This is an optimization exercise on Yosys and OpenROAD, whose aim is small area and a short achievable clock period, not a production implementation. Function was checked by simulation only, so behaviour that the tests miss may differ from the original.

$ cat design/flow/constraint.sdc
create_clock -name core_clock -period 180.0 [get_ports {iCLK}]
set_input_delay 36.0000 -clock core_clock [delete_from_list [all_inputs] [get_ports {iCLK}]]
set_output_delay 36.0000 -clock core_clock [all_outputs]
set_load 0.01 [all_outputs]
$ cat design/flow/run.sh
#!/bin/bash
# synth_recipe.tcl (not shown) runs the flow's synth.tcl, then flattens the netlist and writes it again
# the make line also repeats each setting of config.mk as NAME=value (left out here)
make -C /OpenROAD-flow-scripts/flow DESIGN_CONFIG=/design/flow/config.mk WORK_HOME=/design/flow/orfs CLKGATE_MAP_FILE= SYNTH_SCRIPT=/design/flow/synth_recipe.tcl finish
$ cat design/flow/design.v
module EdgeGray(
	input  [7:0] ig00, ig01, ig02, ig10, ig11, ig12, ig20, ig21, ig22,
	output [7:0] oEdgeGray
);
wire [63:0] w = {ig22, ig21, ig20, ig12, ig10, ig02, ig01, ig00};
wire [7:0]  ad [0:7];
wire [7:0]  sg;
genvar i;
generate for (i = 0; i < 8; i = i + 1) begin : g
	wire [7:0] d;
	wire       ge;
	SUBR #(8) sub(.a(ig11), .b(w[8*i+7:8*i]), .d(d), .ge(ge));
	assign sg[i] = ~ge;
	assign ad[i] = d ^ {8{~ge}};
end endgenerate
wire [8:0]  s01, s23, s45, s67;
wire [9:0]  s03, s47;
wire [10:0] s07, t;
RCA #(8)  a01(.a(ad[0]), .b(ad[1]), .ci(sg[0]), .s(s01[7:0]), .co(s01[8]));
RCA #(8)  a23(.a(ad[2]), .b(ad[3]), .ci(sg[1]), .s(s23[7:0]), .co(s23[8]));
RCA #(8)  a45(.a(ad[4]), .b(ad[5]), .ci(sg[2]), .s(s45[7:0]), .co(s45[8]));
RCA #(8)  a67(.a(ad[6]), .b(ad[7]), .ci(sg[3]), .s(s67[7:0]), .co(s67[8]));
RCA #(9)  a03(.a(s01), .b(s23), .ci(sg[4]), .s(s03[8:0]), .co(s03[9]));
RCA #(9)  a47(.a(s45), .b(s67), .ci(sg[5]), .s(s47[8:0]), .co(s47[9]));
RCA #(10) a07(.a(s03), .b(s47), .ci(sg[6]), .s(s07[9:0]), .co(s07[10]));
RCA #(11) fin(.a(s07), .b(11'd0), .ci(sg[7]), .s(t), .co());
wire [9:0] otmp = t[10:1];
wire [7:0] mid = otmp[7:0] - 8'd27;
assign oEdgeGray = (otmp > 10'd90) ? 8'd255 : (otmp < 10'd27) ? 8'd0 : {mid[5:0], 2'b00};
endmodule
module SobelEdgeGray(
	input  [7:0] ig00, ig01, ig02, ig10, ig11, ig12, ig20, ig21, ig22,
	output [7:0] oEdgeGray,
	output [7:0] oGauss
);
wire [8:0] s28, s06, s02, s68;
RCA #(8) u28(.a(ig02), .b(ig22), .ci(1'b0), .s(s28[7:0]), .co(s28[8]));
RCA #(8) u06(.a(ig00), .b(ig20), .ci(1'b0), .s(s06[7:0]), .co(s06[8]));
RCA #(8) u02(.a(ig00), .b(ig02), .ci(1'b0), .s(s02[7:0]), .co(s02[8]));
RCA #(8) u68(.a(ig20), .b(ig22), .ci(1'b0), .s(s68[7:0]), .co(s68[8]));
wire [9:0] t1, t2, t3, t4;
assign t1[0] = s28[0]; RCA #(8) u1(.a(s28[8:1]), .b(ig12), .ci(1'b0), .s(t1[8:1]), .co(t1[9]));
assign t2[0] = s06[0]; RCA #(8) u2(.a(s06[8:1]), .b(ig10), .ci(1'b0), .s(t2[8:1]), .co(t2[9]));
assign t3[0] = s68[0]; RCA #(8) u3(.a(s68[8:1]), .b(ig21), .ci(1'b0), .s(t3[8:1]), .co(t3[9]));
assign t4[0] = s02[0]; RCA #(8) u4(.a(s02[8:1]), .b(ig01), .ci(1'b0), .s(t4[8:1]), .co(t4[9]));
wire [9:0] gx, gy;
wire       px, py;
SUBR #(10) ux(.a(t1), .b(t2), .d(gx), .ge(px));
SUBR #(10) uy(.a(t3), .b(t4), .d(gy), .ge(py));
wire [10:0] s0, s;
RCA #(10) ua(.a(gx ^ {10{~px}}), .b(gy ^ {10{~py}}), .ci(~px), .s(s0[9:0]), .co(s0[10]));
RCA #(11) ub(.a(s0), .b(11'd0), .ci(~py), .s(s), .co());
assign oEdgeGray = s[10:9] != 2'b00 ? 8'd255 : s[8:1];
wire [10:0] g1;
RCA #(10) ug1(.a(t3), .b(t4), .ci(1'b0), .s(g1[9:0]), .co(g1[10]));
wire [8:0] e35;
RCA #(8) ug2(.a(ig10), .b(ig12), .ci(1'b0), .s(e35[7:0]), .co(e35[8]));
wire [10:0] g2;
RCA #(10) ug3(.a(g1[10:1]), .b({1'b0, e35}), .ci(1'b0), .s(g2[9:0]), .co(g2[10]));
wire [9:0] g3;
RCA #(10) ug4(.a(g2[10:1]), .b({2'b00, ig11}), .ci(1'b0), .s(g3), .co());
assign oGauss = g3[9:2];
endmodule
module RGB2HSI(
	input  [7:0] iR,
	input  [7:0] iG,
	input  [7:0] iB,
	input  [9:0] iSum,
	output [8:0] Hue,
	output [7:0] Saturation,
	output [7:0] Intensity
);
wire [9:0] i3;
DIV3 #(10) dv(.x(iSum), .q(i3));
assign Intensity = i3[7:0];
wire [7:0] unused0, unused1, unused2, unused3;
wire b_le_r, b_le_g, r_le_g, r_le_b;
SUBR #(8) c0(.a(iR), .b(iB), .d(unused0), .ge(b_le_r));
SUBR #(8) c1(.a(iG), .b(iB), .d(unused1), .ge(b_le_g));
SUBR #(8) c2(.a(iG), .b(iR), .d(unused2), .ge(r_le_g));
SUBR #(8) c3(.a(iB), .b(iR), .d(unused3), .ge(r_le_b));
wire b_sel = b_le_r & b_le_g;
wire r_sel = !b_sel & r_le_g & r_le_b;
wire [7:0] mn = b_sel ? iB : r_sel ? iR : iG;
wire [7:0] a  = b_sel ? iG : r_sel ? iB : iR;
wire [7:0] dn;
wire       unused4;
SUBR #(8) c4(.a(a), .b(mn), .d(dn), .ge(unused4));
wire [9:0] mn3;
assign mn3[0] = mn[0];
RCA #(8) m3(.a(mn), .b({1'b0, mn[7:1]}), .ci(1'b0), .s(mn3[8:1]), .co(mn3[9]));
wire [9:0] den;
wire       unused5;
SUBR #(10) c5(.a(iSum), .b(mn3), .d(den), .ge(unused5));
wire [14:0] num;
wire        unused6;
assign num[2:0] = 3'd0;
SUBR #(12) c6(.a({dn, 4'd0}), .b({4'd0, dn}), .d(num[14:3]), .ge(unused6));
wire [6:0] hq;
wire [8:0] hr;
DIVR #(15, 9, 7) hdiv(.x(num), .d(den[8:0]), .q(hq), .r(hr));
wire all_eq = (den == 10'd0);
wire [8:0] hoff = b_sel ? 9'd0 : r_sel ? 9'd120 : 9'd240;
wire [8:0] hsum;
RCA #(9) ho(.a({2'b00, hq}), .b(hoff), .ci(1'b0), .s(hsum), .co());
assign Hue = all_eq ? 9'd0 : hsum;
wire [17:0] sn;
wire        unused7;
SUBR #(18) c7(.a({mn3, 8'd0}), .b({8'd0, mn3}), .d(sn), .ge(unused7));
wire [7:0] sq;
wire [9:0] sr;
DIVR #(18, 10, 8) sdiv(.x(sn), .d(iSum), .q(sq), .r(sr));
assign Saturation = (iSum == 10'd0) ? 8'd0 : ~sq;
endmodule
module HSI2HSI_ALL(
	input  [8:0] iH,
	input  [7:0] iS,
	input  [7:0] iI,
	input        sw_H, sw_H1, sw_H2, sw_H3,
	input        sw_S, sw_S1, sw_S2, sw_S3,
	input        sw_I, sw_I1, sw_I2, sw_I3,
	output [8:0] oH,
	output [7:0] oS,
	output [7:0] oI
);
wire [1:0]  hc = {sw_H2, sw_H3};
wire [5:0]  L  = sw_H1 ? (6'd10 + {hc, 3'b000} + {hc, 1'b0}) : (6'd40 - {hc, 3'b000} - {hc, 1'b0});
wire [10:0] t1, t2;
RCA  #(11) ut1(.a({2'b00, iH}), .b({5'd0, L}), .ci(1'b0), .s(t1), .co());
wire unused0;
SUBR #(11) ut2(.a({2'b00, iH}), .b({5'd0, L}), .d(t2), .ge(unused0));
wire        t2n = t2[10];
wire        mid = (iH > 9'd60) && (iH <= 9'd240);
reg  [10:0] h_adj;
always @(*) begin
	if (!sw_H1) begin
		if (mid)            h_adj = (t1 > 11'd240) ? 11'd240 : t1;
		else if (t2n)       h_adj = t2 + 11'd360;
		else if ((iH > 9'd60) && (t2 < 11'd240)) h_adj = 11'd240;
		else                h_adj = t2;
	end else begin
		if (mid)            h_adj = (t2n || t2 < 11'd60) ? 11'd60 : t2;
		else if (t1 > 11'd360) h_adj = t1 - 11'd360;
		else if ((t1 > 11'd60) && (iH < 9'd240)) h_adj = 11'd60;
		else                h_adj = t1;
	end
end
wire [9:0] oH_w = sw_H ? h_adj[9:0] : {1'b0, iH};
assign oH = (oH_w > 10'd360) ? 9'd360 : oH_w[8:0];
function [7:0] pick_m(input [7:0] x, input [1:0] idx, input [6:0] s23);
	case (idx)
		2'd0: pick_m = {1'b0, x[7:1]};
		2'd1: pick_m = {1'b0, s23};
		2'd2: pick_m = {2'b00, x[7:2]};
		default: pick_m = {3'b000, x[7:3]};
	endcase
endfunction
wire [2:0] sc  = {sw_S1, sw_S2, sw_S3};
wire [1:0] sid = sc[2] ? ~sc[1:0] : sc[1:0];
wire [2:0] sn  = 3'd4 - {1'b0, sid};           
wire [6:0] s_s23;
RCA #(6) us23(.a(iS[7:2]), .b({1'b0, iS[7:3]}), .ci(1'b0), .s(s_s23[5:0]), .co(s_s23[6]));
wire [7:0] s_m = pick_m(iS, sid, s_s23);
wire s_lo  = ~iS[7];                               
wire s_A   = (iS > 8'd32) && (iS <= 8'd128);
wire s_B   = (iS > 8'd128) && (iS < 8'd224);
reg        s_plus, s_zero, s_keep;
reg [8:0]  s_k;
always @(*) begin
	s_zero = 1'b0; s_keep = 1'b0; s_plus = 1'b0; s_k = 9'd0;
	if (!sc[2]) begin
		if (s_lo) begin
			s_plus = (sc == 3'd0); s_zero = (sc == 3'd0);
		end else begin
			s_plus = 1'b1; s_k = -{1'b0, sn, 5'd0};       
		end
	end else begin
		if (s_A)      begin s_plus = 1'b1; s_k = -{4'd0, sn, 2'd0}; end     
		else if (s_B) begin s_plus = 1'b0; s_k = {4'd0, sn, 2'd0} * 9'd7; end  
		else          s_keep = 1'b1;
	end
end
wire [8:0] s_base = s_zero ? 9'd0 : {1'b0, iS};
wire [8:0] s_t, s_u;
RCA #(9) us1(.a(s_base), .b({1'b0, s_m} ^ {9{~s_plus}}), .ci(~s_plus), .s(s_t), .co());
RCA #(9) us2(.a(s_t), .b(s_k), .ci(1'b0), .s(s_u), .co());
wire [7:0] s_adj = s_keep ? iS : s_u[8] ? 8'd255 : s_u[7:0];
assign oS = sw_S ? s_adj : iS;
wire [2:0] ic  = {sw_I1, sw_I2, sw_I3};
wire [1:0] iid = ic[2] ? ~ic[1:0] : ic[1:0];
wire [2:0] inn = 3'd4 - {1'b0, iid};
wire [6:0] i_s23;
RCA #(6) ui23(.a(iI[7:2]), .b({1'b0, iI[7:3]}), .ci(1'b0), .s(i_s23[5:0]), .co(i_s23[6]));
wire [7:0] i_m = pick_m(iI, iid, i_s23);
wire i_lo  = (iI < 8'd64);
wire i_mid = !i_lo && (iI < 8'd192);
wire i_hi  = !i_lo && !i_mid;
wire i_zero = (ic == 3'd0 && i_mid) || (ic == 3'd7 && !i_mid);
wire i_plus = i_zero | (ic[2] ? i_mid : !i_mid);
wire [8:0] i_k16 = {2'b00, inn, 4'd0};
wire [8:0] i_k32 = {1'b0, inn, 5'd0};
wire [8:0] i_k = i_lo ? 9'd0 : i_mid ? (ic[2] ? -i_k16 : i_k16) : (ic[2] ? i_k32 : -i_k32);
wire [8:0] i_base = i_zero ? 9'd0 : {1'b0, iI};
wire [8:0] i_t, i_u;
RCA #(9) ui1(.a(i_base), .b({1'b0, i_m} ^ {9{~i_plus}}), .ci(~i_plus), .s(i_t), .co());
RCA #(9) ui2(.a(i_t), .b(i_k), .ci(1'b0), .s(i_u), .co());
wire [7:0] i_adj = i_u[8] ? 8'd255 : i_u[7:0];
assign oI = sw_I ? i_adj : iI;
endmodule
module HSI2RGB_A(
	input  [8:0]  iH,
	input  [7:0]  iS,
	input  [7:0]  iI,
	output [19:0] oY,      
	output [7:0]  oMin,
	output [8:0]  oA,      
	output [1:0]  oReg     
);
wire [15:0] IS;
MULU #(8, 8) m1(.a(iS), .b(iI), .p(IS));
wire [15:0] t255;
RCA #(16) d1(.a(IS), .b({8'd0, IS[15:8]}), .ci(1'b1), .s(t255), .co());
wire [7:0] q255 = t255[15:8];
wire unused0;
SUBR #(8) mn(.a(iI), .b(q255), .d(oMin), .ge(unused0));
wire [7:0] r;
RCA #(8) rr(.a(IS[7:0]), .b(q255), .ci(1'b0), .s(r), .co());
wire r85 = (r >= 8'd85), r170 = (r >= 8'd170);
RCA #(9) aa(.a({1'b0, q255}), .b({q255, r170}), .ci(r85), .s(oA), .co());
wire [7:0] b;
wire unused1;
SUBR #(8) bb(.a(r), .b(r170 ? 8'd170 : r85 ? 8'd85 : 8'd0), .d(b), .ge(unused1));
wire k1 = (iH >= 9'd120), k2 = (iH >= 9'd240);
assign oReg = {k2, k1 & ~k2};
wire [8:0] hh;
wire unused2;
SUBR #(9) hs(.a(iH), .b(k2 ? 9'd240 : k1 ? 9'd120 : 9'd0), .d(hh), .ge(unused2));
wire [22:0] ISh;
MULU #(16, 7) m2(.a(IS), .b(hh[6:0]), .p(ISh));
wire [7:0] kb = k2 ? {b[6:0], 1'b0} : k1 ? b : 8'd0;
wire [11:0] z;
wire unused3;
SUBR #(12) zz(.a({kb, 4'd0}), .b({4'd0, kb}), .d(z), .ge(unused3));
RCA #(20) yy(.a(ISh[22:3]), .b({8'd0, z}), .ci(1'b0), .s(oY), .co());
endmodule
module HSI2RGB(
	input  [19:0] iY,
	input  [7:0]  iMin,
	input  [8:0]  iA,
	input  [1:0]  iReg,
	output [7:0]  Red,
	output [7:0]  Green,
	output [7:0]  Blue
);
wire [9:0]  q;
wire [10:0] rm;
DIVR #(20, 11, 10) dq(.x(iY), .d(11'd1275), .q(q), .r(rm));
wire [8:0] m = {1'b0, iMin};
wire [8:0] ma, u, v;
RCA  #(9) u1(.a(m), .b(iA), .ci(1'b0), .s(ma), .co());
wire unused0;
SUBR #(9) u2(.a(ma), .b(q[8:0]), .d(u), .ge(unused0));
RCA  #(9) u3(.a(m), .b(q[8:0]), .ci(1'b0), .s(v), .co());
wire [7:0] uc = u[8] ? 8'd255 : u[7:0];
wire [7:0] vc = v[8] ? 8'd255 : v[7:0];
assign Red   = iReg[1] ? vc    : iReg[0] ? iMin : uc;
assign Green = iReg[1] ? iMin  : iReg[0] ? uc   : vc;
assign Blue  = iReg[1] ? uc    : iReg[0] ? vc   : iMin;
endmodule
module GAU_RGB(
	input  [7:0] iR, iG, iB,
	input  [9:0] iSum,
	input  [7:0] gray,
	input        edg,
	output [7:0] oR, oG, oB
);
wire [9:0] sum_g;
assign sum_g[0] = gray[0];
RCA #(8) u3(.a(gray), .b({1'b0, gray[7:1]}), .ci(1'b0), .s(sum_g[8:1]), .co(sum_g[9]));
wire [9:0] df;
wire       ge;    
SUBR #(10) us(.a(iSum), .b(sum_g), .d(df), .ge(ge));
wire [9:0] diff0 = df ^ {10{~ge}};
wire [9:0] diff;
RCA #(10) un(.a(diff0), .b(10'd0), .ci(~ge), .s(diff), .co());
wire [9:0] d3;
DIV3 #(10) dv(.x(diff), .q(d3));
wire       dn = ge & (df != 10'd0);    
wire [2:0] qR, qG, qB;
GAU_Q qr(.c(iR), .d(d3[7:0]), .dn(dn), .q(qR));
GAU_Q qg(.c(iG), .d(d3[7:0]), .dn(dn), .q(qG));
GAU_Q qb(.c(iB), .d(d3[7:0]), .dn(dn), .q(qB));
COLOR_QUAN cq(.qR(qR), .qG(qG), .qB(qB), .edg(edg), .oR(oR), .oG(oG), .oB(oB));
endmodule
module GAU_Q(
	input  [7:0] c,
	input  [7:0] d,
	input        dn,
	output [2:0] q
);
wire [7:0] s;
wire       co;
RCA #(8) u(.a(c), .b(d ^ {8{dn}}), .ci(dn), .s(s), .co(co));
wire neg = dn & ~co;
wire [8:0] u9 = {co & ~dn, s};
assign q = (!neg && u9 >= 9'd52) + (!neg && u9 >= 9'd84) + (!neg && u9 >= 9'd116) +
           (!neg && u9 >= 9'd128) + (!neg && u9 >= 9'd140) + (!neg && u9 >= 9'd172) +
           (!neg && u9 >= 9'd204);
endmodule
module Blend(
	input  [7:0] iR, iG, iB,
	input        iEdge,      
	output [7:0] oR, oG, oB
);
wire [8:0] s1;
wire [9:0] sum;
RCA #(8) a1(.a(iR), .b(iG), .ci(1'b0), .s(s1[7:0]), .co(s1[8]));
RCA #(9) a2(.a(s1), .b({1'b0, iB}), .ci(1'b0), .s(sum[8:0]), .co(sum[9]));
wire dark = (sum < 10'd384);
wire [7:0] ur, ug, ub;
wire cr, cg, cb;
RCA #(8) br(.a(iR), .b(8'hFF), .ci(1'b0), .s(ur), .co(cr));
RCA #(8) bg(.a(iG), .b(8'hFF), .ci(1'b0), .s(ug), .co(cg));
RCA #(8) bb(.a(iB), .b(8'hFF), .ci(1'b0), .s(ub), .co(cb));
assign oR = !iEdge ? iR : dark ? {1'b0, iR[7:1]} : {cr, ur[7:1]};
assign oG = !iEdge ? iG : dark ? {1'b0, iG[7:1]} : {cg, ug[7:1]};
assign oB = !iEdge ? iB : dark ? {1'b0, iB[7:1]} : {cb, ub[7:1]};
endmodule
module COLOR_QUAN(
	input  [2:0] qR, qG, qB,
	input        edg,
	output [7:0] oR, oG, oB
);
function [7:0] lvl(input [2:0] q, input e);
	case ({e, q})
		4'b0000: lvl = 8'd32;  4'b0001: lvl = 8'd64;  4'b0010: lvl = 8'd96;  4'b0011: lvl = 8'd128;
		4'b0100: lvl = 8'd160; 4'b0101: lvl = 8'd192; 4'b0110: lvl = 8'd224; 4'b0111: lvl = 8'd255;
		4'b1000: lvl = 8'd8;   4'b1001: lvl = 8'd16;  4'b1010: lvl = 8'd24;  4'b1011: lvl = 8'd224;
		4'b1100: lvl = 8'd232; 4'b1101: lvl = 8'd240; 4'b1110: lvl = 8'd248; default: lvl = 8'd255;
	endcase
endfunction
assign oR = lvl(qR, edg);
assign oG = lvl(qG, edg);
assign oB = lvl(qB, edg);
endmodule
module Gray_Level(iRed, iGreen, iBlue, ogray);
    input  [7:0] iRed;
    input  [7:0] iGreen;
    input  [7:0] iBlue;
    output [7:0] ogray;
    wire   [8:0] s1;
    wire   [9:0] s, q;
    RCA #(8) a1(.a(iRed), .b(iGreen), .ci(1'b0), .s(s1[7:0]), .co(s1[8]));
    RCA #(9) a2(.a(s1), .b({1'b0, iBlue}), .ci(1'b0), .s(s[8:0]), .co(s[9]));
    DIV3 #(10) d(.x(s), .q(q));
    assign ogray = q[7:0];
endmodule
module RCA #(parameter N = 8) (
	input  [N-1:0] a,
	input  [N-1:0] b,
	input          ci,
	output [N-1:0] s,
	output         co
);
wire [N:0] c;
assign c[0] = ci;
genvar i;
generate for (i = 0; i < N; i = i + 1) begin : bit_
	assign s[i]   = a[i] ^ b[i] ^ c[i];
	assign c[i+1] = (a[i] & b[i]) | (a[i] & c[i]) | (b[i] & c[i]);
end endgenerate
assign co = c[N];
endmodule
module SUBR #(parameter N = 8) (
	input  [N-1:0] a,
	input  [N-1:0] b,
	output [N-1:0] d,
	output         ge
);
RCA #(N) u(.a(a), .b(~b), .ci(1'b1), .s(d), .co(ge));
endmodule
module DIVR #(parameter NN = 16, parameter ND = 8, parameter NQ = 8) (
	input  [NN-1:0] x,
	input  [ND-1:0] d,
	output [NQ-1:0] q,
	output [ND-1:0] r
);
wire [ND-1:0] rem [0:NQ];
assign rem[NQ] = x[NN-1:NQ];
genvar j;
generate for (j = NQ - 1; j >= 0; j = j - 1) begin : st
	wire [ND:0] t = {rem[j+1], x[j]};
	wire [ND:0] df;
	wire        ge;
	SUBR #(ND + 1) s(.a(t), .b({1'b0, d}), .d(df), .ge(ge));
	assign q[j]   = ge;
	assign rem[j] = ge ? df[ND-1:0] : t[ND-1:0];
end endgenerate
assign r = rem[0];
endmodule
module DIV3 #(parameter N = 10) (
	input  [N-1:0] x,
	output [N-1:0] q
);
wire [1:0] r [0:N];
assign r[N] = 2'd0;
genvar j;
generate for (j = N - 1; j >= 0; j = j - 1) begin : st
	wire [2:0] t = {r[j+1], x[j]};
	assign q[j]   = (t >= 3'd3);
	assign r[j]   = (t >= 3'd3) ? t[1:0] - 2'd3 : t[1:0];
end endgenerate
endmodule
module MULU #(parameter NA = 8, parameter NB = 8) (
	input  [NA-1:0]    a,
	input  [NB-1:0]    b,
	output [NA+NB-1:0] p
);
wire [NA-1:0] acc [0:NB-1];
wire          cy  [0:NB-1];
assign acc[0] = a & {NA{b[0]}};
assign cy[0]  = 1'b0;
assign p[0]   = acc[0][0];
genvar i;
generate for (i = 1; i < NB; i = i + 1) begin : row
	wire [NA-1:0] s;
	wire          co;
	RCA #(NA) u(.a({cy[i-1], acc[i-1][NA-1:1]}), .b(a & {NA{b[i]}}), .ci(1'b0), .s(s), .co(co));
	assign acc[i] = s;
	assign cy[i]  = co;
	assign p[i]   = s[0];
end endgenerate
assign p[NA+NB-1:NB] = {cy[NB-1], acc[NB-1][NA-1:1]};
endmodule
module RGB2RGB_TEMP(
	input  [7:0] iR, iG, iB,
	input        sw_T, sw_T1, sw_T2, sw_T3,
	output [7:0] oR, oG, oB
);
wire [1:0] c = {sw_T2, sw_T3};
wire [2:0] n = sw_T1 ? {1'b0, c} + 3'd1 : 3'd4 - {1'b0, c};
wire [4:0] L = {2'b00, n} + {1'b0, n, 1'b0};
wire [7:0] rg_d = {3'b000, L};
wire [7:0] b_d  = {2'b00, L, 1'b0};
wire rg_add = sw_T1, b_add = ~sw_T1;
wire [7:0] sr, sg, sb;
wire cr, cg, cb;
RCA #(8) ar(.a(iR), .b(rg_d ^ {8{~rg_add}}), .ci(~rg_add), .s(sr), .co(cr));
RCA #(8) ag(.a(iG), .b(rg_d ^ {8{~rg_add}}), .ci(~rg_add), .s(sg), .co(cg));
RCA #(8) ab(.a(iB), .b(b_d ^ {8{~b_add}}),   .ci(~b_add),  .s(sb), .co(cb));
function [7:0] sat(input [7:0] s, input co, input add);
	sat = add ? (co ? 8'd255 : s) : (co ? s : 8'd0);
endfunction
assign oR = !sw_T ? iR : sat(sr, cr, rg_add);
assign oG = !sw_T ? iG : sat(sg, cg, rg_add);
assign oB = !sw_T ? iB : sat(sb, cb, b_add);
endmodule
module vga_style_pipe(
	input             iCLK,
	input             iRST_N,
	input      [7:0]  iR,
	input      [7:0]  iG,
	input      [7:0]  iB,
	input      [7:0]  iW0,
	input      [7:0]  iW1,
	input      [7:0]  iW2,
	input      [7:0]  iW3,
	input      [7:0]  iW4,
	input      [7:0]  iW5,
	input      [7:0]  iW6,
	input      [7:0]  iW7,
	input      [7:0]  iW8,
	input      [2:0]  iSTYLE,
	input      [3:0]  iH_CTRL,
	input      [3:0]  iS_CTRL,
	input      [3:0]  iI_CTRL,
	input      [3:0]  iT_CTRL,
	input             iEdge,
	input             iPic,
	input      [7:0]  ikeypxl,
	input             ikey_valid,
	output reg [7:0]  oR,
	output reg [7:0]  oG,
	output reg [7:0]  oB
);
reg [7:0] p0_r, p0_g, p0_b;
reg [7:0] w0, w1, w2, w3, w4, w5, w6, w7, w8;
reg [2:0] sty0;
reg [3:0] hc0, sc0, ic0, tc0;
reg       edge0, pic0, kv0;
reg [7:0] kp0;
always @(posedge iCLK) begin
	p0_r <= iR; p0_g <= iG; p0_b <= iB;
	w0 <= iW0; w1 <= iW1; w2 <= iW2; w3 <= iW3; w4 <= iW4;
	w5 <= iW5; w6 <= iW6; w7 <= iW7; w8 <= iW8;
	sty0 <= iSTYLE; hc0 <= iH_CTRL; sc0 <= iS_CTRL; ic0 <= iI_CTRL; tc0 <= iT_CTRL;
	edge0 <= iEdge; pic0 <= iPic; kv0 <= ikey_valid; kp0 <= ikeypxl;
end
reg [6:0] vld;
always @(posedge iCLK or negedge iRST_N) begin
	if (!iRST_N) vld <= 7'd0;
	else         vld <= {vld[5:0], 1'b1};
end
wire [7:0] e1, e2, gau;
EdgeGray      edge_gray(.ig00(w0), .ig01(w1), .ig02(w2), .ig10(w3), .ig11(w4),
	.ig12(w5), .ig20(w6), .ig21(w7), .ig22(w8), .oEdgeGray(e1));
SobelEdgeGray sobel_edge_gray(.ig00(w0), .ig01(w1), .ig02(w2), .ig10(w3), .ig11(w4),
	.ig12(w5), .ig20(w6), .ig21(w7), .ig22(w8), .oEdgeGray(e2), .oGauss(gau));
wire [8:0] fsum;
RCA #(8) fadd(.a(e1), .b(e2), .ci(1'b0), .s(fsum[7:0]), .co(fsum[8]));
wire [7:0] feat = fsum[8] ? 8'd255 : fsum[7:0];
wire       feat_sat = fsum[8] | (&fsum[7:0]);
wire [8:0] rg;
wire [9:0] rgb_sum;
RCA #(8) sadd1(.a(p0_r), .b(p0_g), .ci(1'b0), .s(rg[7:0]), .co(rg[8]));
RCA #(9) sadd2(.a(rg), .b({1'b0, p0_b}), .ci(1'b0), .s(rgb_sum[8:0]), .co(rgb_sum[9]));
wire [7:0] pic_r, pic_g, pic_b;
GAU_RGB gaus_rgb(.iR(p0_r), .iG(p0_g), .iB(p0_b), .iSum(rgb_sum), .gray(gau), .edg(feat_sat),
	.oR(pic_r), .oG(pic_g), .oB(pic_b));
wire [8:0] h_w;
wire [7:0] s_w, i_w;
RGB2HSI rgb2hsi(.iR(p0_r), .iG(p0_g), .iB(p0_b), .iSum(rgb_sum), .Hue(h_w), .Saturation(s_w), .Intensity(i_w));
wire [4:0] sel = {tc0[0], pic0, edge0, sty0[1:0]};
wire is_edge = (sel == 5'b00100);
wire is_pic  = (sel == 5'b01000);
wire fin_w   = kv0 | is_edge | is_pic;
wire hsi_w   = hc0[0] | sc0[0] | ic0[0];
wire [23:0] fin_val = kv0 ? {kp0, kp0, kp0} : is_edge ? ~{feat, feat, feat} : {pic_b, pic_g, pic_r};
wire [1:0] post_w = (sel == 5'b00001) ? 2'd1 : (sel == 5'b00010) ? 2'd2 :
                    (sel == 5'b10000) ? 2'd3 : 2'd0;
reg        fin1, hsi1, blend1;
reg [24:0] d1;
reg [3:0]  hc1, sc1, ic1;
reg [1:0]  post1;
reg [2:0]  tc1;
always @(posedge iCLK) begin
	fin1   <= fin_w;
	hsi1   <= hsi_w;
	d1     <= fin_w ? {1'b0, fin_val} : hsi_w ? {h_w, s_w, i_w} : {1'b0, p0_b, p0_g, p0_r};
	hc1    <= hc0; sc1 <= sc0; ic1 <= ic0;
	blend1 <= sty0[2] & (e1 == 8'd255);
	post1  <= post_w;
	tc1    <= tc0[3:1];
end
wire [8:0] h2;
wire [7:0] s2, i2;
HSI2HSI_ALL hsh(d1[24:16], d1[15:8], d1[7:0], hc1[0], hc1[1], hc1[2], hc1[3],
	sc1[0], sc1[1], sc1[2], sc1[3], ic1[0], ic1[1], ic1[2], ic1[3], h2, s2, i2);
wire [19:0] pp;
wire [7:0]  pmin;
wire [8:0]  pis2;
wire [1:0]  preg;
HSI2RGB_A hsi2rgb_a(.iH(h2), .iS(s2), .iI(i2), .oY(pp), .oMin(pmin), .oA(pis2), .oReg(preg));
reg        fin2, hsi2, blend2;
reg [38:0] d2;
reg [1:0]  post2;
reg [2:0]  tc2;
always @(posedge iCLK) begin
	fin2   <= fin1;
	hsi2   <= hsi1 & ~fin1;
	d2     <= (hsi1 & ~fin1) ? {pp, pmin, pis2, preg} : {15'd0, d1[23:0]};
	blend2 <= blend1;
	post2  <= post1;
	tc2    <= tc1;
end
wire [7:0] x_r, x_g, x_b;
HSI2RGB hsi2rgb(.iY(d2[38:19]), .iMin(d2[18:11]), .iA(d2[10:2]), .iReg(d2[1:0]),
	.Red(x_r), .Green(x_g), .Blue(x_b));
reg        fin3, blend3;
reg [23:0] d3;
reg [1:0]  post3;
reg [2:0]  tc3;
always @(posedge iCLK) begin
	fin3   <= fin2;
	d3     <= hsi2 ? {x_b, x_g, x_r} : d2[23:0];
	blend3 <= blend2;
	post3  <= post2;
	tc3    <= tc2;
end
wire [7:0] y_r, y_g, y_b;
Blend sharpener(.iR(d3[7:0]), .iG(d3[15:8]), .iB(d3[23:16]), .iEdge(blend3),
	.oR(y_r), .oG(y_g), .oB(y_b));
wire [7:0] gray;
Gray_Level gray_level(.iRed(y_r), .iGreen(y_g), .iBlue(y_b), .ogray(gray));
wire [7:0] t_r, t_g, t_b;
RGB2RGB_TEMP rgb_temp(.iR(y_r), .iG(y_g), .iB(y_b), .sw_T(1'b1), .sw_T1(tc3[0]),
	.sw_T2(tc3[1]), .sw_T3(tc3[2]), .oR(t_r), .oG(t_g), .oB(t_b));
reg [23:0] z;
always @(*) begin
	if (fin3)              z = d3;
	else case (post3)
		2'd1:    z = {gray, gray, gray};
		2'd2:    z = ~{y_b, y_g, y_r};
		2'd3:    z = {t_b, t_g, t_r};
		default: z = {y_b, y_g, y_r};
	endcase
end
reg [23:0] d4, d5, d6;
always @(posedge iCLK) begin
	d4 <= z;
	d5 <= d4;
	d6 <= d5;
end
always @(posedge iCLK or negedge iRST_N) begin
	if (!iRST_N) begin
		oR <= 8'd0;
		oG <= 8'd0;
		oB <= 8'd0;
	end else begin
		oR <= vld[6] ? d6[7:0]   : 8'd0;
		oG <= vld[6] ? d6[15:8]  : 8'd0;
		oB <= vld[6] ? d6[23:16] : 8'd0;
	end
end
endmodule
$ cat design/flow/config.mk
export PLATFORM = sky130hd
export DESIGN_NAME = vga_style_pipe
export DESIGN_NICKNAME = vga_style_pipe
export VERILOG_FILES = /design/flow/design.v
export SDC_FILE = /design/flow/constraint.sdc
export NUM_CORES = 4
export LEC_CHECK = 0
export CAP_MARGIN = 20
export CORE_MARGIN = 2
export CORE_UTILIZATION = 40
export PLACE_DENSITY = 0.6
export SLEW_MARGIN = 20
==> key figures, run 1 <==
Floorplanning
  • Starting Density: 40.4%
  • DIE HEIGHT: 327 um
  • Number of top-level pins: 152
  • Die X-Extent: 327 um
  • Total number of placement rows: 118
  • Die area: 0.107 mm2
  • Core Footprint: 0.104 mm2

STA
  • Pins over their slew limit: 0
  • Accumulated negative setup slack: 0 ns
  • Number of setup violations in the final report: 0
  • F_max: 25.9 MHz
  • Crit share post-route: 21.4%
  • Worst Setup Slack, final: 141.43 ns
  • Tightest Pin Transition: 0.987 ns
  • Hold Fails Final Rpt: 0
  • Slew HR: 33.5%
  • RSZ-0062 raised after global routing: no
  • Setup skew after layout: 0.0215 ns
  • Post-route minimum period: 38.57 ns

Setup path
  • Crit path arrival time: 39.09 ns
  • Cell at the slowest stage of the critical path: fa_1
  • Most frequent CP cell: fa_1
  • Capturing element type of the critical path: flop
  • Stage delay of the slowest cell on the critical path: 0.61 ns
  • Highest fanout seen on the critical path: 20
  • Crit path required time: 180.52 ns
  • Startpoint types: flop
  • WS Path Type: reg -> reg

Clocking
  • Level count of the clock H-tree: 2
  • CTS tree: yes
  • Clock-pin slew on the worst setup and hold paths: 0.06 ns
  • CTS max path bufs: 3
  • Number of hold buffers added after cts: 0
  • Clock latency on the worst-skew pair: 0.62 ns
  • Setup Buffers After CTS: 0
  • Number of clock sinks: 352
  • Post-CTS Resized: 0
  • Root buffer selected by CTS: clkbuf_16
  • Cts bufs inserted: 44

Outcome
  • Result of the run: timing/DRC/antenna clean

GRT
  • Number of antenna violations at the first check in global routing: 7
  • Pin count of the biggest net entering global routing: 56
  • Tot GR Track Use: 19.1%
  • Congestion Overflow GR: 0
  • Via count of the first global-routing pass: 29.9k
  • Global-route wire length before repair: 163000 um

Finish
  • Total of fill cells in the finished design: 10.1k
  • Post-synthesis to final-layout area growth: 10.8%
  • Final Util: 44.8%
  • Final design area excluding fillers: 0.0464 mm2
  • Sequential cell area: 0.00720 mm2
  • Area used by multi-input combinational logic: 0.0316 mm2
  • Layout Nets: 5531
  • Fraction of layout instances using a drive strength above 1: 6.54%

Route
  • Final antenna-violating net count: 0
  • First DRT Iteration DRCs: 1716
  • Post-route DRC violation count: 0
  • Count of TritonRoute iterations in the first routing pass: 5
  • Wire length reported by the detailed router: 100000 um
  • Wire length per cell: 17.4 um
  • Avg Vias per Cell: 5.05
  • DR vias: 29.1k

Synthesis
  • Fraction of registers with async set/reset: 8.81%
  • Primary flip-flop cell chosen by synthesis mapping: dfxtp_1
  • Syn Inst Count: 4264
  • Post-synth net total: 5440
  • Register bit count reported by yosys: 352
  • Number of enable flip-flop cells after synthesis: 0
  • Number of warnings issued by yosys: 11
  • Mean Syn Cell Area: 9.81 um2
  • Sequential element share of the synthesized area: 17.2%
  • Library cells used by synthesis: 101
  • Post-synthesis cell area: 0.0418 mm2

Placed design
  • DPL Wire Length: 85000 um
  • Port bufs: 151
  • Area after detailed placement: 0.0448 mm2
  • Global placement routability congestion: 0.898
  • Worst slack at placement: 141.62 ns

Flow run
  • MaxCap Viol Count: 0

Min path
  • Worst hold path type: reg -> reg
sequential cells by signal, summed over array words and instances (netlist names), 24 cells and up:
register / flops
d3: 24
d2: 39
d5: 24
d6: 24
d4: 24
d1: 25
placed cells by master (no fill, tap or decap), types with 8 or more instances in the layout:
cell type        netlist  layout
o22a_1                 8       8
mux2i_1               92      92
a22oi_1               21      21
a221oi_1              15      15
nor3_1                29      28
ha_1                 336     336
nand2_1              284     284
nor4_1                14      14
o21a_1                16      16
or3_1                 23      23
xor2_1               104     104
xnor2_1              114     113
or2_2                 22      22
a31oi_1               15      14
mux2_2                94      94
nor2b_1               45      45
a21oi_1              178     177
and3_1                12      12
clkbuf_16              0      44
a311oi_1              10      10
o22ai_1               19      19
buf_4                  5      42
o211ai_1              27      27
o21bai_1              14      14
fa_1                 712     712
and2_1               111     111
dfrtp_1               31      31
a211oi_1              22      22
nor2_1               248     248
nand3_1               36      36
o31ai_1               18      18
clkdlybuf4s50_1        0     151
inv_1                661     661
o21ai_1               19      19
o21ai_0              229     229
nand2b_1              30      30
a21o_1                21      21
maj3_1                19      19
a31o_2                 9       9
dfxtp_1              321     320
cells by family (layout without fill, tap and decap cells):
logic type               after synthesis  after routing  synth area share (%)
AO/OA/AOI/OAI                        720            720                  10.8
XOR/XNOR                             219            219                  4.62
adder cells (fa/ha/maj)             1070           1070                  44.6
buffers and inverters                815            941                  7.44
flip-flops                           352            352                  17.2
multiplexers                         193            193                  5.06
other                                  1              2               0.00896
AND/OR/NAND/NOR                      894            894                  10.2
worst max-delay path: cells and delay by family, from the launching register on:
| family | cells | cell delay (ns) |
|---|---|---|
| buf+inv | 6 | 0.83 |
| simple gates | 14 | 3.11 |
| fa+ha+maj | 74 | 29.26 |
| mux | 3 | 0.64 |
| flops | 1 | 0.50 |
| compound gates | 18 | 4.12 |
cell usage after synthesis (8+ instances only):
master / instances / area, um2
ha_1: 336 / 4200
o22a_1: 8 / 70.1
maj3_1: 19 / 190
a311oi_1: 10 / 87.6
dfrtp_1: 31 / 776
nand2b_1: 30 / 188
nand3_1: 36 / 180
mux2_2: 94 / 1060
inv_1: 661 / 2480
and3_1: 12 / 75.1
a21o_1: 21 / 158
nor4_1: 14 / 87.6
buf_2: 10 / 50.1
o31ai_1: 18 / 135
o21a_1: 16 / 120
or3_1: 23 / 144
o21ai_1: 19 / 95.1
mux2i_1: 92 / 921
a31o_2: 9 / 78.8
nor2_1: 248 / 931
o211ai_1: 27 / 203
a31oi_1: 15 / 93.8
a21oi_1: 178 / 891
xor2_1: 104 / 911
o21ai_0: 229 / 1150
o21bai_1: 14 / 105
and2_1: 111 / 694
clkbuf_1: 117 / 439
a221oi_1: 15 / 131
or2_2: 22 / 138
a211oi_1: 22 / 165
nor2b_1: 45 / 282
buf_1: 13 / 48.8
nand2_1: 284 / 1070
dfxtp_1: 321 / 6430
a22oi_1: 21 / 158
xnor2_1: 114 / 998
fa_1: 712 / 14300
nor3_1: 29 / 145
o22ai_1: 19 / 119
cell type report:
class | count | area share, %
flip-flops and latches | 352 | 15.5
repair buffers | 193 | 3.94
multi-input cells | 3097 | 68.0
inverters | 667 | 5.40
diodes | 1 | 0.00539
clock buffers | 50 | 2.49
well taps | 1380 | 3.72
clock inverters | 31 | 0.882
per-stage QoR:
step / instances / hold WS (ns)
after global routing: 5770 / 0.325
final: 5771 / 0.321
after global placement: 5689 / 0.310
after floorplan: 4264 / 0.310
after detailed placement: 5689 / 0.312
after CTS: 5770 / 0.325
worst paths after layout:
check	depth (start not counted)	slack [ns]	endpoint	from
setup / recovery	115	141.43	d1[8]	p0_r[2]
hold reg to reg	0	0.32	tc3[1]	tc2[1]
max in group asynchronous	2	143.96	oG[2]	iRST_N
min in group asynchronous	2	35.77	oB[7]	iRST_N
setup reg to reg	115	141.43	d1[8]	p0_r[2]
hold / removal	0	0.32	tc3[1]	tc2[1]
metal layers:
layer	global-route usage (%)	wire length, um
met4	4.81	2260
met3	2.30	4280
met5	0	13
met1	25.6	44700
met2	32.8	49000
==> run 2: changes to the inputs <==
--- a/design/flow/design.v
+++ b/design/flow/design.v
@@ -10,5 +10,5 @@
 	wire [7:0] d;
 	wire       ge;
-	SUBR #(8) sub(.a(ig11), .b(w[8*i+7:8*i]), .d(d), .ge(ge));
+	SUBR #(8) sub(.a(w[8*i+7:8*i]), .b(ig11), .d(d), .ge(ge));
 	assign sg[i] = ~ge;
 	assign ad[i] = d ^ {8{~ge}};
@@ -253,7 +253,12 @@
 	output [7:0]  Blue
 );
-wire [9:0]  q;
-wire [10:0] rm;
-DIVR #(20, 11, 10) dq(.x(iY), .d(11'd1275), .q(q), .r(rm));
+wire [20:0] t;
+RCA #(20) q1(.a(iY), .b({8'd0, iY[19:8]}), .ci(1'b0), .s(t[19:0]), .co(t[20]));
+wire [20:0] u255;
+RCA #(21) q2(.a(t), .b({16'd0, t[20:16]}), .ci(1'b1), .s(u255), .co());
+wire [11:0] y255 = u255[19:8];
+wire [11:0] q12;
+DIV5 #(12) q3(.x(y255), .q(q12));
+wire [9:0] q = q12[9:0];
 wire [8:0] m = {1'b0, iMin};
 wire [8:0] ma, u, v;
@@ -403,11 +408,25 @@
 	output [N-1:0] q
 );
-wire [1:0] r [0:N];
-assign r[N] = 2'd0;
+wire [N:0] r1, r0;
+assign r1[N] = 1'b0;
+assign r0[N] = 1'b0;
 genvar j;
 generate for (j = N - 1; j >= 0; j = j - 1) begin : st
-	wire [2:0] t = {r[j+1], x[j]};
-	assign q[j]   = (t >= 3'd3);
-	assign r[j]   = (t >= 3'd3) ? t[1:0] - 2'd3 : t[1:0];
+	assign q[j]  = r1[j+1] | (r0[j+1] & x[j]);
+	assign r1[j] = x[j] ? r1[j+1] : r0[j+1];
+	assign r0[j] = x[j] ? ~(r1[j+1] | r0[j+1]) : r1[j+1];
+end endgenerate
+endmodule
+module DIV5 #(parameter N = 12) (
+	input  [N-1:0] x,
+	output [N-1:0] q
+);
+wire [2:0] r [0:N];
+assign r[N] = 3'd0;
+genvar j;
+generate for (j = N - 1; j >= 0; j = j - 1) begin : st
+	wire [3:0] t = {r[j+1], x[j]};     
+	assign q[j] = (t >= 4'd5);
+	assign r[j] = (t >= 4'd5) ? t[2:0] - 3'd5 : t[2:0];
 end endgenerate
 endmodule
--- a/design/flow/config.mk
+++ b/design/flow/config.mk
@@ -6,4 +6,5 @@
 export NUM_CORES = 4
 export LEC_CHECK = 0
+export ABC_AREA = 1
 export CAP_MARGIN = 20
 export CORE_MARGIN = 2
==> key figures, run 2 <==
STA
  • Setup skew after layout: 0.0579 ns
  • Worst Setup Slack, final: 142.52 ns
  • Pins over their slew limit: 0
  • Tightest Pin Transition: 1.09 ns
  • RSZ-0062 raised after global routing: no
  • Accumulated negative setup slack: 0 ns
  • Crit share post-route: 20.8%
  • Number of setup violations in the final report: 0
  • Hold WS: 0.322 ns
  • Slew HR: 27.2%
  • Post-route minimum period: 37.48 ns
  • F_max: 26.7 MHz
  • Hold Fails Final Rpt: 0

Synthesis
  • Post-synth net total: 5675
  • Dominant cell type by area after synthesis: fa_1
  • Number of enable flip-flop cells after synthesis: 0
  • Fraction of synthesized cell area taken by the top area cell type: 36.0%
  • Sequential element share of the synthesized area: 17.9%
  • Area contributors post-synth: fa_1 (36%), dfxtp_1 (16%), inv_1 (8.8%)
  • Library cells used by synthesis: 73
  • Post-synthesis cell area: 0.0401 mm2
  • Register bit count reported by yosys: 352
  • Primary flip-flop cell chosen by synthesis mapping: dfxtp_1
  • Leading cell types by count after synthesis: inv_1 (945), nand2_1 (734), fa_1 (721)
  • Mean Syn Cell Area: 8.81 um2
  • Dominant cell by count in the synthesized netlist: inv_1
  • Syn Inst Count: 4555
  • Number of warnings issued by yosys: 10
  • Fraction of registers with async set/reset: 8.81%

GRT
  • Number of antenna violations at the first check in global routing: 1
  • Global-route wire length before repair: 160000 um
  • Congestion Overflow GR: 0
  • Via count of the first global-routing pass: 30.1k
  • Pin count of the biggest net entering global routing: 49
  • Tot GR Track Use: 19.6%

Finish
  • Layout Nets: 5787
  • Area used by multi-input combinational logic: 0.0289 mm2
  • Most common cell after layout, fill and taps aside: inv_1
  • Max FFs per register: 39
  • Final design area excluding fillers: 0.0445 mm2
  • Total of fill cells in the finished design: 9813
  • Registers with the highest flip-flop counts: d2 (39), d1 (25)
  • Post-synthesis to final-layout area growth: 10.9%
  • Highest-count cells in the layout ignoring fill and taps: inv_1 (944), nand2_1 (734), fa_1 (721)
  • Sequential cell area: 0.00720 mm2
  • Number of inserted diodes: 0
  • Fraction of layout instances using a drive strength above 1: 4.77%
  • Top reg by flops: d2

Route
  • Count of TritonRoute iterations in the first routing pass: 6
  • DR vias: 29.3k
  • Avg Vias per Cell: 4.88
  • First DRT Iteration DRCs: 1590
  • Wire length per cell: 16.3 um
  • Final antenna-violating net count: 0
  • Post-route DRC violation count: 0
  • Wire length reported by the detailed router: 97800 um

Clocking
  • Root buffer selected by CTS: clkbuf_16
  • Clock latency on the worst-skew pair: 0.63 ns
  • Post-CTS Resized: 0
  • Number of hold buffers added after cts: 0
  • Number of clock sinks: 352
  • Clock-pin slew on the worst setup and hold paths: 0.06 ns
  • Cts bufs inserted: 42
  • CTS max path bufs: 3
  • Setup Buffers After CTS: 0
  • CTS tree: yes
  • Level count of the clock H-tree: 2

Placed design
  • Worst slack at placement: 143.16 ns
  • Port bufs: 151
  • Global placement routability congestion: 0.923
  • Area after detailed placement: 0.0430 mm2
  • DPL Wire Length: 83500 um

Setup path
  • Highest fanout seen on the critical path: 1
  • Cell at the slowest stage of the critical path: clkdlybuf4s50_1
  • Worst reg2reg endpoint: d1[8]
  • Buf/Inv on CP: 1
  • Stage delay of the slowest cell on the critical path: 0.53 ns
  • Capturing element type of the critical path: primary output
  • Worst path top cell family by delay: buffers and inverters
  • Destination of the critical timing path: oB[1]
  • Start point of the critical path: oB[1]
  • WS Path Type: reg -> out
  • Critical register-to-register path startpoint: p0_r[1]
  • Logic depth of the worst path, buffers included: 1
  • Crit path required time: 144.00 ns
  • FF-to-FF path depth: 129
  • Crit path arrival time: 1.48 ns
  • Critical path, cell by cell: clkdlybuf4s50_1
  • Startpoint types: flop

Floorplanning
  • DIE HEIGHT: 321 um
  • Number of top-level pins: 152
  • Starting Density: 40.2%
  • Die area: 0.103 mm2
  • Total number of placement rows: 116
  • Core Footprint: 0.0999 mm2
  • Die X-Extent: 321 um

Flow run
  • MaxCap Viol Count: 0

Min path
  • Worst hold path type: reg -> reg

Outcome
  • Result of the run: timing/DRC/antenna clean
==> run 2: through the flow <==
stage	util [%]	instances
2_1_floorplan	-	4555
3_3_place_gp	43.0	5921
3_5_place_dp	43.0	5921
4_1_cts	44.6	5997
5_1_grt	44.6	5997
6_report	44.6	5997
==> run 2: cells by family after synthesis <==
| family | after synthesis | synth area share, % |
|---|---|---|
| muxes | 5 | 0.131 |
| DFF | 352 | 17.9 |
| buffers and inverters | 1068 | 10.1 |
| other | 1 | 0.00934 |
| xor gates and xnor gates | 168 | 3.67 |
| and+or+nand+nor | 1297 | 13.6 |
| AOI/OAI and AO/OA | 669 | 10.1 |
| adders and majority gates | 995 | 44.5 |
==> run 2: worst min-delay path by stage <==
| stage | slack (ns) | cells after the start | from | endpoint |
|---|---|---|---|---|
| finish | 0.32 | 0 | post1[1] | post2[1] |
| global route | 0.32 | 0 | post1[0] | post2[0] |
| CTS | 0.30 | 0 | post1[1] | post2[1] |
| detailed placement | 0.31 | 0 | d4[4] | d5[4] |
| global placement | 0.31 | 0 | d5[17] | d6[17] |
| floorplan | 0.31 | 0 | blend1 | blend2 |
==> run 2: area by class of cell <==
cell class | count | area share, %
sequential | 352 | 16.2
clock buffer | 48 | 2.48
tap | 1298 | 3.65
multi-input combinational | 3135 | 64.9
inverter | 972 | 8.21
timing repair buffer | 164 | 3.61
clock inverter | 28 | 0.970
==> run 2: metal layers <==
metal | wire, um | GRT usage (%) | up-vias
met5 | 0 | 0 | -
met4 | 3070 | 6.07 | 0
met3 | 3840 | 1.96 | 144
met2 | 48200 | 34.0 | 618
met1 | 42600 | 25.8 | 14200
li1 | - | - | 14300
==> run 3: changes to the inputs <==
--- a/design/flow/design.v
+++ b/design/flow/design.v
@@ -68,6 +68,8 @@
 	input  [9:0] iSum,
 	output [8:0] Hue,
-	output [7:0] Saturation,
-	output [7:0] Intensity
+	output [7:0] Intensity,
+	output [3:0] oSq,
+	output [9:0] oSr,
+	output [3:0] oSn
 );
 wire [9:0] i3;
@@ -108,8 +110,18 @@
 wire        unused7;
 SUBR #(18) c7(.a({mn3, 8'd0}), .b({8'd0, mn3}), .d(sn), .ge(unused7));
-wire [7:0] sq;
-wire [9:0] sr;
-DIVR #(18, 10, 8) sdiv(.x(sn), .d(iSum), .q(sq), .r(sr));
-assign Saturation = (iSum == 10'd0) ? 8'd0 : ~sq;
+DIVR #(14, 10, 4) sdiv(.x(sn[17:4]), .d(iSum), .q(oSq), .r(oSr));
+assign oSn = sn[3:0];
+endmodule
+module RGB2HSI_S(
+	input  [9:0] iSum,
+	input  [3:0] iSq,
+	input  [9:0] iSr,
+	input  [3:0] iSn,
+	output [7:0] Saturation
+);
+wire [3:0] ql;
+wire [9:0] r;
+DIVR #(14, 10, 4) sdiv(.x({iSr, iSn}), .d(iSum), .q(ql), .r(r));
+assign Saturation = (iSum == 10'd0) ? 8'd0 : ~{iSq, ql};
 endmodule
 module HSI2HSI_ALL(
@@ -516,8 +528,8 @@
 	edge0 <= iEdge; pic0 <= iPic; kv0 <= ikey_valid; kp0 <= ikeypxl;
 end
-reg [6:0] vld;
+reg [2:0] vcnt;
 always @(posedge iCLK or negedge iRST_N) begin
-	if (!iRST_N) vld <= 7'd0;
-	else         vld <= {vld[5:0], 1'b1};
+	if (!iRST_N)              vcnt <= 3'd0;
+	else if (vcnt != 3'd7)    vcnt <= vcnt + 3'd1;
 end
 wire [7:0] e1, e2, gau;
@@ -538,6 +550,13 @@
 	.oR(pic_r), .oG(pic_g), .oB(pic_b));
 wire [8:0] h_w;
-wire [7:0] s_w, i_w;
-RGB2HSI rgb2hsi(.iR(p0_r), .iG(p0_g), .iB(p0_b), .iSum(rgb_sum), .Hue(h_w), .Saturation(s_w), .Intensity(i_w));
+wire [7:0] i_w;
+wire [3:0] sq_w, sn_w;
+wire [9:0] sr_w;
+RGB2HSI rgb2hsi(.iR(p0_r), .iG(p0_g), .iB(p0_b), .iSum(rgb_sum), .Hue(h_w), .Intensity(i_w),
+	.oSq(sq_w), .oSr(sr_w), .oSn(sn_w));
+wire [8:0] h_x;
+wire [7:0] s_x, ia_w;
+HSI2HSI_ALL hsi_i(h_w, 8'd0, i_w, 1'b0, 1'b0, 1'b0, 1'b0, 1'b0, 1'b0, 1'b0, 1'b0,
+	ic0[0], ic0[1], ic0[2], ic0[3], h_x, s_x, ia_w);
 wire [4:0] sel = {tc0[0], pic0, edge0, sty0[1:0]};
 wire is_edge = (sel == 5'b00100);
@@ -549,64 +568,79 @@
                     (sel == 5'b10000) ? 2'd3 : 2'd0;
 reg        fin1, hsi1, blend1;
-reg [24:0] d1;
-reg [3:0]  hc1, sc1, ic1;
+reg [44:0] d1;
+reg [3:0]  hc1, sc1;
 reg [1:0]  post1;
 reg [2:0]  tc1;
 always @(posedge iCLK) begin
 	fin1   <= fin_w;
-	hsi1   <= hsi_w;
-	d1     <= fin_w ? {1'b0, fin_val} : hsi_w ? {h_w, s_w, i_w} : {1'b0, p0_b, p0_g, p0_r};
-	hc1    <= hc0; sc1 <= sc0; ic1 <= ic0;
+	hsi1   <= hsi_w & ~fin_w;
+	d1     <= (hsi_w & ~fin_w) ? {h_w, ia_w, sq_w, sr_w, sn_w, rgb_sum}
+	                           : {21'd0, fin_w ? fin_val : {p0_b, p0_g, p0_r}};
+	hc1    <= hc0; sc1 <= sc0;
 	blend1 <= sty0[2] & (e1 == 8'd255);
 	post1  <= post_w;
 	tc1    <= tc0[3:1];
 end
+wire [7:0] s_w;
+RGB2HSI_S rgb2hsi_s(.iSum(d1[9:0]), .iSq(d1[27:24]), .iSr(d1[23:14]), .iSn(d1[13:10]), .Saturation(s_w));
 wire [8:0] h2;
 wire [7:0] s2, i2;
-HSI2HSI_ALL hsh(d1[24:16], d1[15:8], d1[7:0], hc1[0], hc1[1], hc1[2], hc1[3],
-	sc1[0], sc1[1], sc1[2], sc1[3], ic1[0], ic1[1], ic1[2], ic1[3], h2, s2, i2);
-wire [19:0] pp;
-wire [7:0]  pmin;
-wire [8:0]  pis2;
-wire [1:0]  preg;
-HSI2RGB_A hsi2rgb_a(.iH(h2), .iS(s2), .iI(i2), .oY(pp), .oMin(pmin), .oA(pis2), .oReg(preg));
+HSI2HSI_ALL hsh(d1[44:36], s_w, d1[35:28], hc1[0], hc1[1], hc1[2], hc1[3],
+	sc1[0], sc1[1], sc1[2], sc1[3], 1'b0, 1'b0, 1'b0, 1'b0, h2, s2, i2);
 reg        fin2, hsi2, blend2;
-reg [38:0] d2;
+reg [24:0] d2;
 reg [1:0]  post2;
 reg [2:0]  tc2;
 always @(posedge iCLK) begin
 	fin2   <= fin1;
-	hsi2   <= hsi1 & ~fin1;
-	d2     <= (hsi1 & ~fin1) ? {pp, pmin, pis2, preg} : {15'd0, d1[23:0]};
+	hsi2   <= hsi1;
+	d2     <= hsi1 ? {h2, s2, i2} : {1'b0, d1[23:0]};
 	blend2 <= blend1;
 	post2  <= post1;
 	tc2    <= tc1;
 end
-wire [7:0] x_r, x_g, x_b;
-HSI2RGB hsi2rgb(.iY(d2[38:19]), .iMin(d2[18:11]), .iA(d2[10:2]), .iReg(d2[1:0]),
-	.Red(x_r), .Green(x_g), .Blue(x_b));
-reg        fin3, blend3;
-reg [23:0] d3;
+wire [19:0] pp;
+wire [7:0]  pmin;
+wire [8:0]  pis2;
+wire [1:0]  preg;
+HSI2RGB_A hsi2rgb_a(.iH(d2[24:16]), .iS(d2[15:8]), .iI(d2[7:0]), .oY(pp), .oMin(pmin), .oA(pis2), .oReg(preg));
+reg        fin3, hsi3, blend3;
+reg [38:0] d3;
 reg [1:0]  post3;
 reg [2:0]  tc3;
 always @(posedge iCLK) begin
 	fin3   <= fin2;
-	d3     <= hsi2 ? {x_b, x_g, x_r} : d2[23:0];
+	hsi3   <= hsi2;
+	d3     <= hsi2 ? {pp, pmin, pis2, preg} : {15'd0, d2[23:0]};
 	blend3 <= blend2;
 	post3  <= post2;
 	tc3    <= tc2;
 end
+wire [7:0] x_r, x_g, x_b;
+HSI2RGB hsi2rgb(.iY(d3[38:19]), .iMin(d3[18:11]), .iA(d3[10:2]), .iReg(d3[1:0]),
+	.Red(x_r), .Green(x_g), .Blue(x_b));
+reg        fin4, blend4;
+reg [23:0] d4;
+reg [1:0]  post4;
+reg [2:0]  tc4;
+always @(posedge iCLK) begin
+	fin4   <= fin3;
+	d4     <= hsi3 ? {x_b, x_g, x_r} : d3[23:0];
+	blend4 <= blend3;
+	post4  <= post3;
+	tc4    <= tc3;
+end
 wire [7:0] y_r, y_g, y_b;
-Blend sharpener(.iR(d3[7:0]), .iG(d3[15:8]), .iB(d3[23:16]), .iEdge(blend3),
+Blend sharpener(.iR(d4[7:0]), .iG(d4[15:8]), .iB(d4[23:16]), .iEdge(blend4),
 	.oR(y_r), .oG(y_g), .oB(y_b));
 wire [7:0] gray;
 Gray_Level gray_level(.iRed(y_r), .iGreen(y_g), .iBlue(y_b), .ogray(gray));
 wire [7:0] t_r, t_g, t_b;
-RGB2RGB_TEMP rgb_temp(.iR(y_r), .iG(y_g), .iB(y_b), .sw_T(1'b1), .sw_T1(tc3[0]),
-	.sw_T2(tc3[1]), .sw_T3(tc3[2]), .oR(t_r), .oG(t_g), .oB(t_b));
+RGB2RGB_TEMP rgb_temp(.iR(y_r), .iG(y_g), .iB(y_b), .sw_T(1'b1), .sw_T1(tc4[0]),
+	.sw_T2(tc4[1]), .sw_T3(tc4[2]), .oR(t_r), .oG(t_g), .oB(t_b));
 reg [23:0] z;
 always @(*) begin
-	if (fin3)              z = d3;
-	else case (post3)
+	if (fin4)              z = d4;
+	else case (post4)
 		2'd1:    z = {gray, gray, gray};
 		2'd2:    z = ~{y_b, y_g, y_r};
@@ -615,8 +649,7 @@
 	endcase
 end
-reg [23:0] d4, d5, d6;
+reg [23:0] d5, d6;
 always @(posedge iCLK) begin
-	d4 <= z;
-	d5 <= d4;
+	d5 <= z;
 	d6 <= d5;
 end
@@ -627,7 +660,7 @@
 		oB <= 8'd0;
 	end else begin
-		oR <= vld[6] ? d6[7:0]   : 8'd0;
-		oG <= vld[6] ? d6[15:8]  : 8'd0;
-		oB <= vld[6] ? d6[23:16] : 8'd0;
+		oR <= (vcnt == 3'd7) ? d6[7:0]   : 8'd0;
+		oG <= (vcnt == 3'd7) ? d6[15:8]  : 8'd0;
+		oB <= (vcnt == 3'd7) ? d6[23:16] : 8'd0;
 	end
 end
==> key figures, run 3 <==
Outcome
  • Result of the run: timing/DRC/antenna clean

STA
  • Number of setup violations in the final report: 0
  • Crit share post-route: 20.8%
  • Accumulated negative setup slack: 0 ns
  • F_max: 26.7 MHz
  • Hold WS: 0.324 ns
  • Pins over their slew limit: 0
  • Slew HR: 29.3%
  • Post-route minimum period: 37.46 ns
  • RSZ-0062 raised after global routing: no
  • Setup skew after layout: 0.0349 ns
  • Hold Fails Final Rpt: 0
  • Tightest Pin Transition: 1.06 ns

GRT
  • Busiest metal layer after global routing: met2
  • Global-route wire length before repair: 166000 um
  • Congestion Overflow GR: 0
  • Global-route track usage on met2: 35.0%
  • Via count of the first global-routing pass: 30.8k
  • Pin count of the biggest net entering global routing: 49
  • GR Util met1: 25.5%
  • M3 GR Usage: 2.00%
  • Tot GR Track Use: 19.7%
  • Number of antenna violations at the first check in global routing: 2

Setup path
  • FF-to-FF path depth: 115
  • Highest fanout seen on the critical path: 1
  • Stage delay of the slowest cell on the critical path: 0.52 ns
  • Cell at the slowest stage of the critical path: clkdlybuf4s50_1
  • Critical register-to-register path startpoint: p0_g[0]
  • Buf/Inv on CP: 1
  • Startpoint types: flop
  • Crit path required time: 144.00 ns
  • Worst reg2reg endpoint: d1[36]
  • Crit path arrival time: 1.46 ns
  • Capturing element type of the critical path: primary output
  • WS Path Type: reg -> out
  • Critical path, cell by cell: clkdlybuf4s50_1
  • Logic depth of the worst path, buffers included: 1
  • Destination of the critical timing path: oG[0]
  • Worst path top cell family by delay: buffers and inverters
  • Start point of the critical path: oG[0]

Synthesis
  • Post-synthesis cell area: 0.0411 mm2
  • Compound-Gate Fraction of Synth Area: 9.84%
  • Register bit count reported by yosys: 373
  • Xor and xnor area share after synthesis: 3.60%
  • Post-synthesis adder-cell area fraction: 43.3%
  • Library cells used by synthesis: 62
  • Area contributors post-synth: fa_1 (35%), dfxtp_1 (17%), inv_1 (9.1%)
  • Mean Syn Cell Area: 8.61 um2
  • Number of warnings issued by yosys: 10
  • Share of synthesized cell area in and, or, nand and nor gates: 13.9%
  • Syn Inst Count: 4769
  • Number of enable flip-flop cells after synthesis: 0
  • Sequential element share of the synthesized area: 18.5%
  • Leading cell types by count after synthesis: inv_1 (1000), nand2_1 (895), fa_1 (718)
  • Dominant cell type by area after synthesis: fa_1
  • Fraction of registers with async set/reset: 7.24%
  • Combinational family with the most area after synthesis: adder cells
  • Post-synth net total: 5885
  • Multiplexer area fraction after synthesis: 0.326%
  • Dominant cell by count in the synthesized netlist: inv_1
  • Fraction of synthesized cell area taken by the top area cell type: 35.0%
  • Primary flip-flop cell chosen by synthesis mapping: dfxtp_1

Route
  • DR vias: 30.4k
  • Count of TritonRoute iterations in the first routing pass: 6
  • First DRT Iteration DRCs: 1706
  • Avg Vias per Cell: 4.84
  • Post-route DRC violation count: 0
  • Wire length per cell: 16.2 um
  • Final antenna-violating net count: 0
  • Wire length reported by the detailed router: 102000 um

Clocking
  • Root buffer selected by CTS: clkbuf_16
  • CTS max path bufs: 3
  • CTS tree: yes
  • Level count of the clock H-tree: 2
  • Setup Buffers After CTS: 0
  • Number of hold buffers added after cts: 0
  • Cts bufs inserted: 46
  • Number of clock sinks: 373
  • Clock-pin slew on the worst setup and hold paths: 0.06 ns
  • Clock latency on the worst-skew pair: 0.64 ns
  • Post-CTS Resized: 0

Finish
  • Registers with the highest flip-flop counts: d1 (45), d3 (39), d2 (25)
  • Top reg by flops: d1
  • Most common cell after layout, fill and taps aside: inv_1
  • Layout Nets: 5984
  • Max FFs per register: 45
  • Number of inserted diodes: 0
  • Fraction of layout instances using a drive strength above 1: 4.06%
  • Highest-count cells in the layout ignoring fill and taps: inv_1 (1000), nand2_1 (895), fa_1 (718)
  • Post-synthesis to final-layout area growth: 11.1%

Floorplanning
  • Die area: 0.105 mm2
  • Total number of placement rows: 117
  • Starting Density: 40.3%
  • Core Footprint: 0.102 mm2
  • Number of top-level pins: 152
  • Die X-Extent: 324 um
  • DIE HEIGHT: 324 um

Placed design
  • DPL Wire Length: 87400 um
  • Port bufs: 151
  • Global placement routability congestion: 0.922

Min path
  • Worst hold path type: reg -> reg

Flow run
  • MaxCap Viol Count: 0
[run 3: cell count changes after synthesis, sizes merged, moves of 7 or more]
cell | before | now
dfxtp | 321 | 346
o21ai | 307 | 354
or2 | 42 | 25
nand2 | 771 | 916
inv | 962 | 1019
nand3 | 108 | 131
a21oi | 128 | 116
clkbuf | 77 | 105
buf | 19 | 12
mux2i | 3 | 10
nor2 | 322 | 278
o211ai | 48 | 58
o22ai | 54 | 44
[run 3: worst min path at each step]
stage / start / end / slack (ns) / cells after the start
global placement: d5[18] / d6[18] / 0.31 / 0
detailed placement: d5[10] / d6[10] / 0.31 / 0
CTS: d5[21] / d6[21] / 0.33 / 0
global route: d5[3] / d6[3] / 0.33 / 0
finish: tc2[0] / tc3[0] / 0.32 / 0
floorplan: blend1 / blend2 / 0.31 / 0
[run 3: kinds of logic after synthesis]
| group | Yosys count |
|---|---|
| simple gates | 1394 |
| xor+xnor | 169 |
| flops | 373 |
| mux | 13 |
| fa+ha+maj | 991 |
| buf+inv | 1141 |
| compound gates | 688 |
[run 3: layout make-up]
cell class	count	area, um2
Fill cell	10000	56200
Multi-Input combinational cell	3255	29200
Sequential cell	373	7600
Inverter	1024	3850
Tap cell	1368	1710
Timing Repair Buffer	168	1630
Clock buffer	60	1350
Clock inverter	26	345
[run 3: metal layers]
metal  part of all wire [%]  vias to the layer above
met2                     50                      686
met1                     43                    14700
met3                    4.7                      139
li1                       -                    14800
met5                      0                        -
met4                    2.5                        0
[run 3: per-stage QoR]
| step | worst slack [ns] | instance area [um2] | utilization, % | std cells |
|---|---|---|---|---|
| CTS | 142.48 | 45700 | 44.8 | 6274 |
| global placement | 142.63 | 44000 | 43.2 | 6188 |
| global route | 142.45 | 45700 | 44.8 | 6274 |
| finish | 142.54 | 45700 | 44.8 | 6274 |
| detailed placement | 143.17 | 44000 | 43.1 | 6188 |
| floorplan | 143.62 | 41100 | - | 4769 |

what the ideal ports hide:
The results above use ideal ports. As a check the final layouts listed here were re-extracted and re-timed, cells and wires unchanged. Step 1 assumes that a clkbuf_16 drives the clock port and a buf_2 every other input. Step 2 times the ports against the registers' clock, not the clock port: input delays grow and output delays shrink by t, the midpoint of the rising clock arrivals with the driver on. Slacks: ideal ports / drivers / drivers and shift; pairs: ideal ports / drivers.
run	t (ns)	setup slack, ns	clock arrival spread, ns
run 1	0.680	141.425 / 141.425 / 141.425	0.024 / 0.024
run 2	0.671	142.519 / 142.452 / 143.123	0.058 / 0.058
run 3	0.688	142.540 / 142.475 / 143.163	0.038 / 0.039
After both steps every run listed still meets setup and hold.
